From an optimization exercise on the open Yosys and OpenROAD flow, aimed at small area; shortcuts taken in it are not production practice.
Only simulation tests tie the RTL to the original design; equivalence was not proved.

Design configure, start of the top module:
module configure (
	input             ctrl_s_axi_aclk,
	input             ctrl_s_axi_aresetn,
	input      [31:0] ctrl_s_axi_awaddr,
	input             ctrl_s_axi_awvalid,
	output            ctrl_s_axi_awready,
	input      [31:0] ctrl_s_axi_wdata,
	input      [3:0]  ctrl_s_axi_wstrb,
	input             ctrl_s_axi_wvalid,
	output            ctrl_s_axi_wready,
	output     [1:0]  ctrl_s_axi_bresp,
	output            ctrl_s_axi_bvalid,
	input             ctrl_s_axi_bready,
	input      [31:0] ctrl_s_axi_araddr,
	input             ctrl_s_axi_arvalid,
	output            ctrl_s_axi_arready,
	output     [31:0] ctrl_s_axi_rdata,
	output     [1:0]  ctrl_s_axi_rresp,
	output            ctrl_s_axi_rvalid,
	input             ctrl_s_axi_rready,
	input      [31:0] udt_state,
	input             state_valid,
	output            state_ready,
	output            Req_Connect,
	input             Res_Connect,
	output            Req_Close,
	input             Res_Close,
	input             Peer_Req_Close,
	output reg        Peer_Res_Close,
	output reg        user_valid,
	input             user_ready,
	output reg [31:0] Snd_Buffer_Size,
	output reg [31:0] Rev_Buffer_Size,
	output reg [31:0] FlightFlagSize,
	output reg [31:0] MSSize,
	output reg [31:0] INIT_SEQ
);
Size in the first run: roughly 1100 cells after synthesis, roughly 350 I/O pins, about 11000 µm² of cells after synthesis.
clock: 5.0 ns
lec_check: 0
cap_margin: 20
core_margin: 2
core_utilization: 50
slew_margin: 20
standard.sh (not shown) runs the stock make flow with config.mk's settings and CLKGATE_MAP_FILE= SYNTH_SCRIPT=/design/flow/synth_recipe.tcl, a recipe that flattens the netlist after the stock synthesis.
==> flow/flow/run.sh <==
#!/bin/bash
# The standard layout with these changes:
#  - after the standard synthesis, the combinational cells are re-mapped for
#    area (flow/reopt.sh); the flip-flops stay exactly as synthesis made them
#  - the port buffers are the smallest buffer cell
#  - clock tree synthesis inserts no dummy loads and uses larger sink clusters
set -euo pipefail
export BUFFER_PORTS_ARGS="-buffer_cell sky130_fd_sc_hd__buf_1"
export CTS_ARGS="-sink_clustering_enable -repair_clock_nets -dont_use_dummy_load -sink_clustering_size 30 -sink_clustering_max_diameter 50"
R=orfs/results/sky130hd/configure/base
bash standard.sh synth > synth.log 2>&1
cp $R/1_2_yosys.v standard_1_2_yosys.v
bash flow/reopt.sh "$PWD/standard_1_2_yosys.v" "$PWD/reopt_1_2_yosys.v" "$PWD/reopt.log"
cp reopt_1_2_yosys.v $R/1_2_yosys.v
rm -f $R/1_synth.odb $R/1_synth.sdc
bash standard.sh > standard.log 2>&1
==> flow/flow/reopt.sh <==
#!/bin/bash
# reopt.sh IN.v OUT.v LOG
# Re-maps the combinational cells of a mapped netlist for area with ABC, keeping
# every flip-flop instance (its name and cell type) exactly as it is.
set -euo pipefail
IN=$1; OUT=$2; LOG=$3
PLAT=$FLOW_HOME/platforms/sky130hd
LIB=$PLAT/lib/sky130_fd_sc_hd__tt_025C_1v80.lib
DU=$(sed -n '/^export DONT_USE_CELLS/,/^$/p' $PLAT/config.mk | grep -o 'sky130_fd_sc_hd__[a-z0-9_]*' | sed 's/^/-dont_use /' | tr '\n' ' ')
FLOPS=$(grep -o 'sky130_fd_sc_hd__[a-z0-9_]*' $IN | sort -u | grep -E '__(df|edf|sdf|sedf|dl)' | tr '\n' ' ')
W=$(dirname $OUT)
cat > $W/reopt_abc.script <<EOS
&get -n
&st
&syn2
&dch -f
&nf -a -R 1000
&syn2
&dch -f
&nf -a -R 1000
&put
EOS
cat > $W/reopt.ys <<EOS
read_liberty -ignore_miss_func $LIB
read_verilog $IN
hierarchy -top configure
setattr -mod -set keep_hierarchy 1 $FLOPS
flatten
select configure
opt_clean -purge
abc -liberty $LIB $DU -script $W/reopt_abc.script
opt_clean -purge
hilomap -singleton -hicell sky130_fd_sc_hd__conb_1 HI -locell sky130_fd_sc_hd__conb_1 LO
splitnets
opt_clean -purge
stat -liberty $LIB
write_verilog -noattr -nohex -nodec -selected $OUT
EOS
yosys -l $LOG $W/reopt.ys > /dev/null
The starting point completed with no timing, DRC or antenna violations.
Rerun with:
==> flow/flow/run.sh (replaced) <==
#!/bin/bash
set -euo pipefail
export BUFFER_PORTS_ARGS="-buffer_cell sky130_fd_sc_hd__buf_1"
export CTS_ARGS="-sink_clustering_enable -repair_clock_nets -dont_use_dummy_load -sink_clustering_size 16 -sink_clustering_max_diameter 40 -buf_list sky130_fd_sc_hd__clkbuf_8"
bash standard.sh > standard.log 2>&1
Settings changed: CORE_UTILIZATION 50 to 65.
removed: flow/flow/reopt.sh
Outcome:
- wire length falls by 5.8%
- cell count falls by 10%
- synthesized cell count falls by 5.7%
- area after synthesis rises by 5.4%
- non-clock buffer count is unchanged

## separate check: timing with driven ports
In the flow no input, the clock included, has a driving cell. The finished layouts below were timed again as built, in two steps.
Step 1, drivers: a clkbuf_16 drives ctrl_s_axi_aclk and a buf_2 each remaining input, both assumed.
Step 2 moves the port delays by t, midway between the first and last clock arrival at a register: inputs arrive t later, outputs are due t later. That takes back most of the time a late clock gives input paths.
Three values: ideal, step 1, step 2; two values: the first two.
| run | t (ns) | slack for setup (ns) | hold slack, ns |
|---|---|---|---|
| the first run | 0.570 | 0.495 / 0.495 / 0.495 | 0.491 / 0.491 / 0.491 |
| the second run | 0.555 | 0.903 / 0.903 / 0.903 | 0.487 / 0.487 / 0.487 |
After both steps every run listed still meets setup and hold.
